What follows belongs to an exercise in optimizing a design on an open flow for small area and a short achievable clock period; a production flow would make more cautious choices.
RTL that was checked went through simulation tests only; none was proved equivalent to the original.
The clock port is modelled as an ideal driver, which makes a skipped or thinned clock tree look cheaper than it is; a real chip needs a root buffer or a tree.
Power and IR drop assume default switching activity.

==> flow/design.v <==
`timescale 1ns / 1ps
module synch_fifo_16x8bit
  #(parameter integer DATA_SIZE = 8, DEPTH = 16)
  ( input  [DATA_SIZE-1:0] data_in,
    input                  wr_en,
    input                  rd_en,
    input                  clk,
    input                  reset_n,
    output                 fifo_full,
    output                 fifo_empty,
    output [DATA_SIZE-1:0] data_out
  );
  reg [DATA_SIZE-1:0] qn [1:DEPTH];   
  reg [DATA_SIZE-1:0] temp_data_out;
  reg [DEPTH-1:2]     held;           
  reg                 empty_i;        
  reg                 not_full_i;     
  reg                 full_r;         
  reg                 nonempty_r;     
  wire [DEPTH+1:0] h = {1'b0, ~not_full_i, held, ~empty_i, 1'b1};    
  wire rd_only = rd_en & ~wr_en;
  wire wr_only = wr_en & ~rd_en;
  reg [DEPTH:1] held_n;
  integer k;
  always @* begin
    for (k = 1; k <= DEPTH; k = k + 1) begin
      if (h[k])
        held_n[k] = h[k+1] | ~((k == DEPTH) ? rd_en : rd_only);
      else
        held_n[k] = h[k-1] & ((k == 1) ? wr_en : wr_only);
    end
  end
  wire [DATA_SIZE-1:0] q [1:DEPTH+1];
  wire [DATA_SIZE-1:0] qn_next [1:DEPTH];
  genvar g;
  generate
    for (g = 1; g <= DEPTH; g = g + 1) begin : pos
      assign q[g] = ~qn[g];
      wire keep  = ~rd_en & h[g];
      wire shift = rd_en & h[g+1];
      wire load  = ~(keep | shift);
      genvar b;
      for (b = 0; b < DATA_SIZE; b = b + 1) begin : bit_
        fifo_pick pick (
          .keep(keep), .shift(shift), .load(load),
          .a(q[g][b]), .b(q[g+1][b]), .c(data_in[b]), .yn(qn_next[g][b]));
      end
    end
  endgenerate
  assign q[DEPTH+1] = data_in;
  integer i;
  always @(posedge clk)
    for (i = 1; i <= DEPTH; i = i + 1)
      qn[i] <= qn_next[i];
  always @(posedge clk or negedge reset_n)
    if (!reset_n) begin
      held          <= {(DEPTH-2){1'b0}};
      empty_i       <= 1'b1;
      not_full_i    <= 1'b1;
      full_r        <= 1'b0;
      nonempty_r    <= 1'b0;
      temp_data_out <= {DATA_SIZE{1'b0}};
    end else begin
      if (rd_en && !empty_i)
        temp_data_out <= q[1];
      held       <= held_n[DEPTH-1:2];
      empty_i    <= ~held_n[1];
      not_full_i <= ~held_n[DEPTH];
      full_r     <= held_n[DEPTH];
      nonempty_r <= held_n[1];
    end
  assign data_out   = temp_data_out;
  assign fifo_full  = full_r;
  assign fifo_empty = ~nonempty_r;
endmodule
module fifo_pick
  ( input  keep,
    input  shift,
    input  load,
    input  a,
    input  b,
    input  c,
    output yn
  );
  assign yn = ~((keep & a) | (shift & b) | (load & c));
endmodule
Settings: LEC_CHECK=0, CAP_MARGIN=20, CORE_MARGIN=2, CORE_UTILIZATION=40, SETUP_SLACK_MARGIN=1.5, SLEW_MARGIN=20, SYNTH_HIERARCHICAL=1, SYNTH_MINIMUM_KEEP_SIZE=0; clock period 3.0 ns.
standard.sh (not shown) runs the stock make flow with config.mk's settings and CLKGATE_MAP_FILE= SYNTH_SCRIPT=/design/flow/synth_recipe.tcl, a recipe that flattens the netlist after the stock synthesis.
==> flow/flow/run.sh <==
#!/bin/bash
# Own layout flow: the standard flow, except that
#  - port buffers are buf_2 cells rather than the default pick, and
#  - the clock tree is built by flow/cts.tcl (two levels of clock cells,
#    the leaves at the centres of clusters of flip-flops) in place of
#    TritonCTS's H-tree, which is deeper and slower.
# Each tool's full output goes to a log file of its own in this folder.
set -euo pipefail
export BUFFER_PORTS_ARGS="-buffer_cell sky130_fd_sc_hd__buf_2"
export CTS_ROOTS=4
export CTS_LEAVES=8
export CTS_ROOT_CELL=sky130_fd_sc_hd__clkbuf_16
export CTS_LEAF_CELL=sky130_fd_sc_hd__clkbuf_16
bash standard.sh synth > synth.log 2>&1
bash standard.sh place > place.log 2>&1
bash standard.sh run RUN_SCRIPT="$PWD/flow/cts.tcl" RUN_LOG_NAME_STEM=4_1_cts_own > cts.log 2>&1
bash standard.sh finish > finish.log 2>&1
==> flow/flow/cts.tcl <==
# Clock tree of two levels of clkbuf_16 buffers: the clock port drives
# CTS_ROOTS root buffers, which drive CTS_LEAVES leaf buffers, each placed
# at the centre of one cluster of flip-flops (k-means on the placed
# flip-flop positions; the roots at the centres of clusters of leaves).
# Every flip-flop is two buffers from the port, so clock arrivals are alike. Then ORFS's post-CTS steps: detailed
# placement and repair_timing, as cts.tcl does them.
source $::env(SCRIPTS_DIR)/load.tcl
erase_non_stage_variables cts
load_design 3_place.odb 3_place.sdc
set_dont_use $::env(DONT_USE_CELLS)

set NL [expr {[info exists ::env(CTS_LEAVES)] ? $::env(CTS_LEAVES) : 8}]
set NR [expr {[info exists ::env(CTS_ROOTS)] ? $::env(CTS_ROOTS) : 2}]
set block [ord::get_db_block]
set clknet [$block findNet clk]
set LEAF_CELL [expr {[info exists ::env(CTS_LEAF_CELL)] ? $::env(CTS_LEAF_CELL) : "sky130_fd_sc_hd__clkbuf_16"}]
set ROOT_CELL [expr {[info exists ::env(CTS_ROOT_CELL)] ? $::env(CTS_ROOT_CELL) : "sky130_fd_sc_hd__clkbuf_16"}]

# k-means of points {x y} into k clusters, seeded on a grid of x and y
# quantiles; returns {assignment centres}
proc kmeans {pts k} {
  set n [llength $pts]
  set xs [lsort -integer [lmap p $pts { lindex $p 0 }]]
  set ys [lsort -integer [lmap p $pts { lindex $p 1 }]]
  set gx [expr {int(ceil(sqrt($k)))}]
  set gy [expr {int(ceil(double($k) / $gx))}]
  set cents {}
  for {set a 0} {$a < $gx} {incr a} {
    for {set b 0} {$b < $gy} {incr b} {
      if {[llength $cents] < $k} {
        lappend cents [list [lindex $xs [expr {int(($a + 0.5) * $n / $gx)}]] \
                            [lindex $ys [expr {int(($b + 0.5) * $n / $gy)}]]]
      }
    }
  }
  for {set iter 0} {$iter < 50} {incr iter} {
    set asg {}
    foreach p $pts {
      set best 0
      set bd 1e30
      for {set c 0} {$c < $k} {incr c} {
        set d [expr {abs([lindex $p 0] - [lindex $cents $c 0]) + abs([lindex $p 1] - [lindex $cents $c 1])}]
        if {$d < $bd} { set bd $d; set best $c }
      }
      lappend asg $best
    }
    set new {}
    for {set c 0} {$c < $k} {incr c} {
      set sx 0; set sy 0; set m 0
      foreach p $pts a $asg {
        if {$a == $c} { incr sx [lindex $p 0]; incr sy [lindex $p 1]; incr m }
      }
      if {$m == 0} { lappend new [lindex $cents $c] } else { lappend new [list [expr {$sx / $m}] [expr {$sy / $m}]] }
    }
    set cents $new
  }
  return [list $asg $cents]
}

# a cell of type master at (x, y) driving the given iterms from a new net;
# its input joins net from
proc add_buffer {master name x y from iterms} {
  global block
  set inst [odb::dbInst_create $block [[ord::get_db] findMaster $master] clkbuf_own_$name]
  set net [odb::dbNet_create $block clknet_own_$name]
  $net setSigType CLOCK
  foreach mt [[$inst getMaster] getMTerms] {
    if {[$mt getSigType] ne "SIGNAL"} { continue }
    if {[$mt getIoType] eq "INPUT"} { [$inst findITerm [$mt getName]] connect $from }
    if {[$mt getIoType] eq "OUTPUT"} { [$inst findITerm [$mt getName]] connect $net }
  }
  $inst setLocation $x $y
  $inst setPlacementStatus PLACED
  foreach it $iterms {
    $it disconnect
    $it connect $net
  }
  return $inst
}

set sinks [$clknet getITerms]
set pts {}
foreach it $sinks {
  set box [[$it getInst] getBBox]
  lappend pts [list [expr {([$box xMin] + [$box xMax]) / 2}] [expr {([$box yMin] + [$box yMax]) / 2}]]
}
puts "clock sinks: [llength $sinks], leaf buffers: $NL, root buffers: $NR"
lassign [kmeans $pts $NL] lasg lcents
lassign [kmeans $lcents $NR] rasg rcents
# roots first, all on the port's net; then each leaf on its root's net
set rnets {}
for {set r 0} {$r < $NR} {incr r} {
  add_buffer $ROOT_CELL r$r [lindex $rcents $r 0] [lindex $rcents $r 1] $clknet {}
  lappend rnets [$block findNet clknet_own_r$r]
}
for {set c 0} {$c < $NL} {incr c} {
  set its {}
  foreach it $sinks a $lasg { if {$a == $c} { lappend its $it } }
  set r [lindex $rasg $c]
  add_buffer $LEAF_CELL l$c [lindex $lcents $c 0] [lindex $lcents $c 1] [lindex $rnets $r] $its
  puts "leaf buffer $c (root $r) at [lindex $lcents $c] drives [llength $its] flip-flops"
}
$clknet setSigType CLOCK
set_propagated_clock [all_clocks]

set_placement_padding -global \
  -left $::env(CELL_PAD_IN_SITES_DETAIL_PLACEMENT) \
  -right $::env(CELL_PAD_IN_SITES_DETAIL_PLACEMENT)
detailed_placement
estimate_parasitics -placement
report_clock_latency
report_clock_skew

report_worst_slack -max
report_design_area
if { !$::env(SKIP_CTS_REPAIR_TIMING) } {
  repair_timing_helper
  detailed_placement
  check_placement -verbose
}
report_worst_slack -max
report_worst_slack -min
if {[info exists ::env(CTS_DEBUG)]} { report_checks -path_delay max -group_path_count 5 -format end; report_checks -path_delay max -fields {fanout cap slew} }
report_design_area

orfs_write_db $::env(RESULTS_DIR)/4_1_cts.odb
orfs_write_sdc $::env(RESULTS_DIR)/4_cts.sdc
Change:
--- a/flow/flow/run.sh
+++ b/flow/flow/run.sh
@@ -4 +4 @@
-#  - the clock tree is built by flow/cts.tcl (two levels of clock cells,
+#  - the clock tree is built by flow/cts.tcl (two levels of clkinv_16 inverters,
@@ -12,2 +12,2 @@
-export CTS_ROOT_CELL=sky130_fd_sc_hd__clkbuf_16
-export CTS_LEAF_CELL=sky130_fd_sc_hd__clkbuf_16
+export CTS_ROOT_CELL=sky130_fd_sc_hd__clkinv_16
+export CTS_LEAF_CELL=sky130_fd_sc_hd__clkinv_16
SETUP_SLACK_MARGIN = 1.55   (was 1.5)
Effect:
- The new run finished clean
- final cell count grows by 6.1%
- synthesized area stays the same
- wire length grows by 8.6%
- cell area grows by 7.4%
- global-route usage grows by 1.3 points
- flip-flop and latch count does not change
- critical path depth stays the same
- clock power shrinks by about 8%
No run of this note takes its clock network from TritonCTS; it comes from the design's own scripts or RTL.

========
Setup of east:
synch_fifo_16x8bit, a different RTL version from the one above (not shown whole).
Size: ~550 cells after synthesis, roughly 150 flip-flops, roughly 0.0057 mm^2 of cells after synthesis.
clock: 3.0 ns
lec_check: 0
cap_margin: 20
core_margin: 2
core_utilization: 40
setup_slack_margin: 1.72
slew_margin: 20
synth_hierarchical: 1
synth_minimum_keep_size: 0
tns_end_percent: 0
==> flow/flow/run.sh <==
#!/bin/bash
# Own layout flow: the standard flow, except that
#  - port buffers are buf_2 cells rather than the default pick;
#  - the clock tree is built by flow/cts.tcl in place of TritonCTS's
#    H-tree, which is deeper and slower: two levels of clock cells
#    (CTS_ROOT_CELL roots, CTS_LEAF_CELL leaves), the leaves at the centres
#    of clusters of flip-flops of even size, so every flip-flop sees the
#    clock through the same two cells;
#  - before repair_timing, flow/cts.tcl takes out the buffer tree that
#    placement built under rd_en and makes its port buffer a buf_16, so the
#    port buffer drives the storage select gates directly;
#  - gate sizing may change a cell's footprint (MATCH_CELL_FOOTPRINT=0),
#    so repair_timing can upsize the storage select gates.
# Each tool's full output goes to a log file of its own in this folder.
set -euo pipefail
export BUFFER_PORTS_ARGS="-buffer_cell sky130_fd_sc_hd__buf_2"
export CTS_ROOTS=4
export CTS_LEAVES=8
export CTS_ROOT_CELL=sky130_fd_sc_hd__clkinv_4
export CTS_LEAF_CELL=sky130_fd_sc_hd__clkinv_8
export FLAT_INPUTS="rd_en"
export UPSIZE_INPUTS="rd_en sky130_fd_sc_hd__buf_16"
bash standard.sh synth > synth.log 2>&1
bash standard.sh MATCH_CELL_FOOTPRINT=0 place > place.log 2>&1
bash standard.sh MATCH_CELL_FOOTPRINT=0 run RUN_SCRIPT="$PWD/flow/cts.tcl" RUN_LOG_NAME_STEM=4_1_cts_own > cts.log 2>&1
bash standard.sh MATCH_CELL_FOOTPRINT=0 finish > finish.log 2>&1
Other scripts of this flow, unchanged in this note and not shown: flow/flow/cts.tcl
east | status: complete | timing, DRC, antenna: pass
## Diff of input files: middle against east
diff --git a/flow/flow/run.sh b/flow/flow/run.sh
--- a/flow/flow/run.sh
+++ b/flow/flow/run.sh
@@ -11,3 +11 @@
-#    port buffer drives the storage select gates directly;
-#  - gate sizing may change a cell's footprint (MATCH_CELL_FOOTPRINT=0),
-#    so repair_timing can upsize the storage select gates.
+#    port buffer drives the storage select gates directly.
@@ -24,3 +22,3 @@
-bash standard.sh MATCH_CELL_FOOTPRINT=0 place > place.log 2>&1
-bash standard.sh MATCH_CELL_FOOTPRINT=0 run RUN_SCRIPT="$PWD/flow/cts.tcl" RUN_LOG_NAME_STEM=4_1_cts_own > cts.log 2>&1
-bash standard.sh MATCH_CELL_FOOTPRINT=0 finish > finish.log 2>&1
+bash standard.sh place > place.log 2>&1
+bash standard.sh run RUN_SCRIPT="$PWD/flow/cts.tcl" RUN_LOG_NAME_STEM=4_1_cts_own > cts.log 2>&1
+bash standard.sh finish > finish.log 2>&1
==> notes.md <==
middle: no failed stages, no open violations at the end
Compare middle and east | final cell area excluding filler cells lower: east
Of the two candidates, east has the worse wire length and middle the better one.
Lower average via count per standard cell among middle and east: middle
In the flow results for middle and east, the critical path depth is larger on east.
east has higher clock power than middle.
As far as global-route usage is concerned, middle and east perform about the same.
No functional check of the RTL was part of any run of this note. No run of this note takes its clock network from TritonCTS; it comes from the design's own scripts or RTL.

==> static timing again, ports no longer ideal <==
Ports are ideal in the flow. The routed layouts listed here were re-timed in OpenROAD.
Step 1 (the two cells are an assumption about what drives the block):
set clk [get_ports {clk}]
set_driving_cell -lib_cell sky130_fd_sc_hd__clkbuf_16 $clk
set_driving_cell -lib_cell sky130_fd_sc_hd__buf_2 [delete_from_list [all_inputs] $clk]
Step 2 also shifts input and output timing later by t, the mid clock arrival at the registers, as if the neighbouring blocks saw the same clock.
Slacks: no drivers / after step 1 / after step 2; pairs: no drivers / after step 1.
run	shift t [ns]	slack for setup (ns)	latest minus earliest clock arrival (ns)	worst slew at a driven data input, ns	cell pins on the clock port's net
the first run of note 1	0.374	1.515 / 1.497 / 1.178	0.061 / 0.061	0.05	4
the second run of note 1	0.348	1.529 / 1.521 / 1.238	0.056 / 0.070	0.15	4
east	0.284	1.627 / 1.535 / 1.250	0.028 / 0.029	0.20	4
middle	0.284	1.681 / 1.526 / 1.242	0.016 / 0.015	0.25	4
After both steps setup and hold are still met in every run listed. For middle, which loses most, drivers alone change the setup slack by -0.155 ns; drivers and shift together by -0.439 ns.
